Context: an optimization exercise on an open-source flow, tuned for small area. The choices shown serve that exercise and are no tape-out recipe.
Only simulation tests tie the RTL to the original design; equivalence was not proved.

==> branch onyx: inputs <==
==> flow/design.v (excerpt) <==
module flappy_core(
	input  wire        clk,
	input  wire        rst,
	input  wire        tick,
	input  wire        fly,
	input  wire        start,
	input  wire        ret,
	input  wire        rnd_btn,
	input  wire [7:0]  back_data,
	input  wire [7:0]  bird_data1,
	input  wire [7:0]  bird_data2,
	input  wire [7:0]  bird_data3,
	input  wire [7:0]  downtube_data1,
	input  wire [7:0]  downtube_data2,
	input  wire [7:0]  downtube_data3,
	input  wire [7:0]  uptube_data1,
	input  wire [7:0]  uptube_data2,
	input  wire [7:0]  uptube_data3,
	input  wire [7:0]  strip_data,
	input  wire [7:0]  num_data1,
	input  wire [7:0]  num_data2,
	input  wire [7:0]  num_data3,
	input  wire [7:0]  startback_data,
	input  wire [7:0]  retback_data,
	output wire        hsync,
	output wire        vsync,
	output wire [2:0]  red,
	output wire [2:0]  green,
	output wire [1:0]  blue,
	output wire [14:0] back_add,
	output wire [9:0]  bird_add,
	output wire [12:0] downtube_add1,
	output wire [12:0] downtube_add2,
	output wire [12:0] downtube_add3,
	output wire [12:0] uptube_add1,
	output wire [12:0] uptube_add2,
	output wire [12:0] uptube_add3,
	output wire [8:0]  strip_add,
	output wire [10:0] num_add1,
	output wire [10:0] num_add2,
	output wire [10:0] num_add3,
	output wire [10:0] startback_add,
	output wire [10:0] retback_add,
	output wire [1:0]  game_state,
	output wire [9:0]  bird_y,
	output wire [12:0] tube_x1,
	output wire [12:0] tube_x2,
	output wire [12:0] tube_x3,
	output wire [9:0]  tube_top1,
	output wire [9:0]  tube_top2,
	output wire [9:0]  tube_top3,
	output wire [3:0]  score_d0,
	output wire [3:0]  score_d1,
	output wire [3:0]  score_d2,
	output wire [3:0]  high_score_d0,
	output wire [3:0]  high_score_d1,
	output wire [3:0]  high_score_d2
);
==> module objects, before the edit <==
module objects(
	input  wire        clk,
	input  wire        rst,
	input  wire        clk10ms,
	input  wire [8:0]  num,
	input  wire        fly,
	input  wire        start,
	input  wire        ret,
	output reg  [10:0] nax, nbx, ncx,
	output reg  [8:0]  at, bt, ct,
	output reg  [9:0]  bird,
	output reg         plusone,
	output reg         clr,
	output reg  [1:0]  state
);
	function [15:0] radd(input [15:0] a, input [15:0] b, input cin);
		integer i;
		reg c;
		begin
			c = cin;
			for (i = 0; i < 16; i = i + 1) begin
				radd[i] = a[i] ^ b[i] ^ c;
				c = (a[i] & b[i]) | (c & (a[i] ^ b[i]));
			end
		end
	endfunction
	function ltc(input [15:0] a, input [15:0] k);
		integer i;
		reg r;
		begin
			r = 1'b0;
			for (i = 0; i < 16; i = i + 1)
				r = k[i] ? (~a[i] | r) : (~a[i] & r);
			ltc = r;
		end
	endfunction
	function hit(input [10:0] ntx, input [8:0] tt, input [9:0] b);
		reg [15:0] d;
		begin
			d = radd({6'd0, b}, ~{7'd0, tt}, 1'b1);
			hit = !ltc(ntx, 1765) && ltc(ntx, 1897) &&
			      (d[10] || ltc(d[9:0], 25) || !ltc(d[9:0], 100));
		end
	endfunction
	reg [12:0] speed;
	reg tf, sf, rf;
	wire go1 = start & ~sf & (state == 2'd0);
	wire go0 = ret & ~rf & (state == 2'd2);
	wire init = rst | ((state == 2'd0) & ~go1);
	wire step = ~rst & (state == 2'd1) & clk10ms & ~tf;
	wire az = &nax, bz = &nbx, cz = &ncx;
	wire [15:0] ainc = radd({5'd0, nax}, 16'd0, step);
	wire [15:0] binc = radd({5'd0, nbx}, 16'd0, step);
	wire [15:0] cinc = radd({5'd0, ncx}, 16'd0, step);
	wire [15:0] sinc = radd({3'd0, speed}, 16'd0, step);
	wire [15:0] bnew = radd({6'd0, bird}, {6'd0, speed[12:3] & {10{step}}}, 1'b0);
	always @(posedge clk) begin
		if (init) begin
			speed <= 13'd0;
			nax <= ~11'd740; nbx <= ~11'd1010; ncx <= ~11'd1280;
			at <= 9'd220; bt <= 9'd330; ct <= 9'd210;
			bird <= 10'd250;
			plusone <= 1'b0;
		end else begin
			speed <= (step & fly) ? -13'd15 : sinc[12:0];
			nax <= (step & az) ? (ncx[1] ? ~11'd810 : ~11'd812) : ainc[10:0];
			nbx <= (step & bz) ? (nax[0] ? ~11'd812 : ~11'd811) : binc[10:0];
			ncx <= (step & cz) ? ~11'd812 : cinc[10:0];
			if (step & az) at <= num;
			if (step & bz) bt <= num;
			if (step & cz) ct <= num;
			bird <= bnew[9:0];
			if (step)
				plusone <= (nax == ~11'd201) || (nbx == ~11'd201) || (ncx == ~11'd201);
		end
	end
	always @(posedge clk) begin
		if (rst) begin
			state <= 2'd0;
			tf <= 1'b0; sf <= 1'b0; rf <= 1'b0;
			clr <= 1'b0;
		end else begin
			tf <= clk10ms; sf <= start; rf <= ret;
			if (go1)
				state <= 2'd1;
			else if (go0)
				state <= 2'd0;
			else if (state == 2'd0)
				clr <= 1'b1;
			else begin
				clr <= 1'b0;
				if (step && (hit(nax, at, bird) || hit(nbx, bt, bird) || hit(ncx, ct, bird) || !ltc(bird, 451)))
					state <= 2'd2;
			end
		end
	end
endmodule
==> module scorecnt, before the edit <==
module scorecnt(
	input  wire       clk,
	input  wire       rst,
	input  wire       plusone,
	input  wire       reset,
	output reg  [3:0] s0, s1, s2,
	output reg  [3:0] h0, h1, h2
);
	function ltu(input [11:0] a, input [11:0] b);
		integer i;
		reg r;
		begin
			r = 1'b0;
			for (i = 0; i < 12; i = i + 1)
				r = (~a[i] & b[i]) | (~(a[i] ^ b[i]) & r);
			ltu = r;
		end
	endfunction
	function [3:0] inc4(input [3:0] d);
		inc4 = {d[3] ^ (d[2] & d[1] & d[0]), d[2] ^ (d[1] & d[0]), d[1] ^ d[0], ~d[0]};
	endfunction
	reg fp;
	wire inc = plusone & ~fp;
	wire wrap = (s2 == 4'd10) && (s1 == 4'd2) && (s0 == 4'd3);
	wire c0 = (s0 == 4'd9);
	wire c1 = (s1 == 4'd9);
	always @(posedge clk) begin
		if (rst) begin
			fp <= 1'b0;
			{s2, s1, s0} <= 12'd0;
			{h2, h1, h0} <= 12'd0;
		end else begin
			fp <= plusone;
			if (reset || (inc && wrap))
				{s2, s1, s0} <= 12'd0;
			else begin
				if (inc) begin
					s0 <= c0 ? 4'd0 : inc4(s0);
					if (c0) begin
						s1 <= c1 ? 4'd0 : inc4(s1);
						if (c1)
							s2 <= inc4(s2);
					end
				end
			end
			if (!reset && ltu({h2, h1, h0}, {s2, s1, s0}))
				{h2, h1, h0} <= {s2, s1, s0};
		end
	end
endmodule
==> flow/config.mk <==
export PLATFORM = sky130hd
export DESIGN_NAME = flappy_core
export DESIGN_NICKNAME = flappy_core
export VERILOG_FILES = /design/flow/design.v
export SDC_FILE = /design/flow/constraint.sdc
export NUM_CORES = 4
export LEC_CHECK = 0
export CAP_MARGIN = 20
export CORE_MARGIN = 2
export CORE_UTILIZATION = 60
export SLEW_MARGIN = 20
==> flow/constraint.sdc <==
create_clock -name core_clock -period 14.0 [get_ports {clk}]
set_input_delay 2.8000 -clock core_clock [delete_from_list [all_inputs] [get_ports {clk}]]
set_output_delay 2.8000 -clock core_clock [all_outputs]
set_load 0.01 [all_outputs]
standard.sh (not shown) runs the stock make flow with config.mk's settings and CLKGATE_MAP_FILE= SYNTH_SCRIPT=/design/flow/synth_recipe.tcl, a recipe that flattens the netlist after the stock synthesis.
==> flow/flow/run.sh <==
#!/bin/bash
# The standard layout (standard.sh), with these changes:
#  - after synthesis, the netlist is reworked and then laid out:
#    flow/polar.py re-chooses the polarity of the full adders and rebuilds half
#    adders with inverted inputs from plain gates (fewer inverters);
#    flow/remap.sh maps the remaining plain logic again with ABC's area mapper
#    (adders, flip-flops and their names untouched);
#    flow/debuf.py drops buffers that only copy a net to an output port;
#    flow/eq.sh then proves the result equivalent to the synthesized netlist,
#    register by register; if any step fails, the synthesized netlist is used;
#  - the port buffers use the smallest buffer cell;
#  - clock tree synthesis uses clkbuf_8 and no dummy loads;
#  - after global routing, non-critical cells are sized down (RECOVER_POWER).
set -euo pipefail
export BUFFER_PORTS_ARGS="-buffer_cell sky130_fd_sc_hd__buf_1"
export CTS_ARGS="-sink_clustering_enable -repair_clock_nets -buf_list sky130_fd_sc_hd__clkbuf_8 -dont_use_dummy_load"
export RECOVER_POWER=100
bash standard.sh synth > synth.log 2>&1
R=orfs/results/${FLOW_PLATFORM:-sky130hd}/flappy_core/base
cp "$R/1_2_yosys.v" net0_synth.v
if python3 flow/polar.py net0_synth.v net1_polar.v > rework.log 2>&1 &&
   bash flow/remap.sh net1_polar.v net2_remap.v >> rework.log 2>&1 &&
   python3 flow/debuf.py net2_remap.v net3_debuf.v >> rework.log 2>&1 &&
   bash flow/eq.sh net0_synth.v net3_debuf.v; then
  echo "rework: netlist replaced" >> rework.log
  cp net3_debuf.v "$R/1_2_yosys.v"
  rm -f "$R/1_synth.odb" "$R/1_synth.sdc"
else
  echo "rework: kept the synthesized netlist" >> rework.log
fi
bash standard.sh > standard_flow.log 2>&1
==> flow/flow/area.abc <==
strash
dc2
dch
amap
topo
==> flow/flow/remap.sh <==
#!/bin/bash
# remap.sh IN.v OUT.v: map the plain logic of a mapped netlist again with ABC's
# area mapper (flow/area.abc), keeping the adders, flip-flops and tie cells as
# they are. Cells on the platform's don't-use list (flow/dontuse.txt) stay unused.
set -uo pipefail
D=$(cd "$(dirname "$0")" && pwd)
TOP=${FLOW_TOP:-flappy_core}
LIB=$FLOW_HOME/platforms/${FLOW_PLATFORM:-sky130hd}/lib/sky130_fd_sc_hd__tt_025C_1v80.lib
YOSYS=$(command -v yosys || echo "$FLOW_HOME/../tools/install/yosys/bin/yosys")
DU=$(cat "$D/dontuse.txt")
KEEP="sky130_fd_sc_hd__fa_1 sky130_fd_sc_hd__ha_1 sky130_fd_sc_hd__dfxtp_1 sky130_fd_sc_hd__conb_1"
"$YOSYS" -p "read_liberty -ignore_miss_func $LIB; blackbox $KEEP; read_verilog $1; hierarchy -top $TOP; flatten; rename -hide w:_*.*; opt_clean; abc -liberty $LIB $DU -script $D/area.abc; opt_clean -purge; splitnets; insbuf -buf sky130_fd_sc_hd__buf_1 A X; opt_clean -purge; stat -liberty $LIB; write_verilog -noattr -noexpr -nohex -nodec $2" > remap.log 2>&1
Other scripts of this flow, unchanged in this note and not shown: flow/flow/debuf.py, flow/flow/dontuse.txt, flow/flow/eq.sh, flow/flow/polar.py
==> branch delta (differences from branch onyx) <==
--- a/flow/design.v
+++ b/flow/design.v
@@ -548,8 +548,7 @@
 			if (step & bz) bt <= num;
 			if (step & cz) ct <= num;
 			bird <= bnew[9:0];
-			if (step)
-				plusone <= (nax == ~11'd201) || (nbx == ~11'd201) || (ncx == ~11'd201);
+			plusone <= step && ((nax == ~11'd201) || (nbx == ~11'd201) || (ncx == ~11'd201));
 		end
 	end
 	always @(posedge clk) begin
@@ -595,18 +594,15 @@
 	function [3:0] inc4(input [3:0] d);
 		inc4 = {d[3] ^ (d[2] & d[1] & d[0]), d[2] ^ (d[1] & d[0]), d[1] ^ d[0], ~d[0]};
 	endfunction
-	reg fp;
-	wire inc = plusone & ~fp;
+	wire inc = plusone;
 	wire wrap = (s2 == 4'd10) && (s1 == 4'd2) && (s0 == 4'd3);
 	wire c0 = (s0 == 4'd9);
 	wire c1 = (s1 == 4'd9);
 	always @(posedge clk) begin
 		if (rst) begin
-			fp <= 1'b0;
 			{s2, s1, s0} <= 12'd0;
 			{h2, h1, h0} <= 12'd0;
 		end else begin
-			fp <= plusone;
 			if (reset || (inc && wrap))
 				{s2, s1, s0} <= 12'd0;
 			else begin
--- a/flow/flow/run.sh
+++ b/flow/flow/run.sh
@@ -9,12 +9,10 @@
 #    flow/eq.sh then proves the result equivalent to the synthesized netlist,
 #    register by register; if any step fails, the synthesized netlist is used;
 #  - the port buffers use the smallest buffer cell;
-#  - clock tree synthesis uses clkbuf_8 and no dummy loads;
-#  - after global routing, non-critical cells are sized down (RECOVER_POWER).
+#  - clock tree synthesis uses clkbuf_8 and no dummy loads.
 set -euo pipefail
 export BUFFER_PORTS_ARGS="-buffer_cell sky130_fd_sc_hd__buf_1"
 export CTS_ARGS="-sink_clustering_enable -repair_clock_nets -buf_list sky130_fd_sc_hd__clkbuf_8 -dont_use_dummy_load"
-export RECOVER_POWER=100
 bash standard.sh synth > synth.log 2>&1
 R=orfs/results/${FLOW_PLATFORM:-sky130hd}/flappy_core/base
 cp "$R/1_2_yosys.v" net0_synth.v
==> flow/flow/area.abc (replaced) <==
strash
dc2
dch
amap
strash
dc2
dch
amap
strash
dc2
dch
amap
topo
==> flow/flow/remap.sh (replaced) <==
#!/bin/bash
# remap.sh IN.v OUT.v: map the plain logic of a mapped netlist again with ABC's
# area mapper (flow/area.abc), keeping the full adders, flip-flops and tie cells as
# they are (half adders are mapped again too). Cells on the platform's don't-use list (flow/dontuse.txt) stay unused.
set -uo pipefail
D=$(cd "$(dirname "$0")" && pwd)
TOP=${FLOW_TOP:-flappy_core}
LIB=$FLOW_HOME/platforms/${FLOW_PLATFORM:-sky130hd}/lib/sky130_fd_sc_hd__tt_025C_1v80.lib
YOSYS=$(command -v yosys || echo "$FLOW_HOME/../tools/install/yosys/bin/yosys")
DU=$(cat "$D/dontuse.txt")
KEEP="sky130_fd_sc_hd__fa_1 sky130_fd_sc_hd__dfxtp_1 sky130_fd_sc_hd__conb_1"
"$YOSYS" -p "read_liberty -ignore_miss_func $LIB; blackbox $KEEP; read_verilog $1; hierarchy -top $TOP; flatten; rename -hide w:_*.*; opt_clean; abc -liberty $LIB $DU -script $D/area.abc; opt_clean -purge; splitnets; insbuf -buf sky130_fd_sc_hd__buf_1 A X; opt_clean -purge; stat -liberty $LIB; write_verilog -noattr -noexpr -nohex -nodec $2" > remap.log 2>&1
==> results.sh <==
export IMPL_status="complete, but fails checks"
export IMPL_checkFailReasons="capacitance limit, slew limit"
export IMPL_maxCapViolCount=2
export IMPL_drv_slew=37
export IMPL_seq_cells=153
export IMPL_syn_avg_cell_area_um2=9.085
The numbers above come from branch onyx.

==> results.sh <==
export IMPL_status="timing/DRC/antenna clean"
export IMPL_maxCapViolCount=0
export IMPL_drv_slew=0
export IMPL_seq_cells=152
export IMPL_syn_avg_cell_area_um2=8.231
The numbers above come from branch delta.

==> static timing again, ports no longer ideal <==
No port has a modelled driver above. Below, the same layouts with a new extraction and two added sets of constraints.
Step 1 sets driving cells, clkbuf_16 on the clock port and buf_2 on the other inputs (assumed; they add their load-dependent delay and slew).
Step 2 adds t to the input delays and takes it off the output delays; t is the mean of the earliest and latest rising clock arrival at the registers after step 1. Input paths then give back, and output paths get back, about the clock's delay inside the block.
Slacks: ideal ports / drivers / drivers and shift; pairs: ideal ports / drivers.
run	shift t [ns]	setup slack, ns	worst setup path after step 2
branch onyx	0.499	1.203 / 1.154 / 1.653	register to output
branch delta	0.504	1.722 / 1.676 / 2.180	register to output
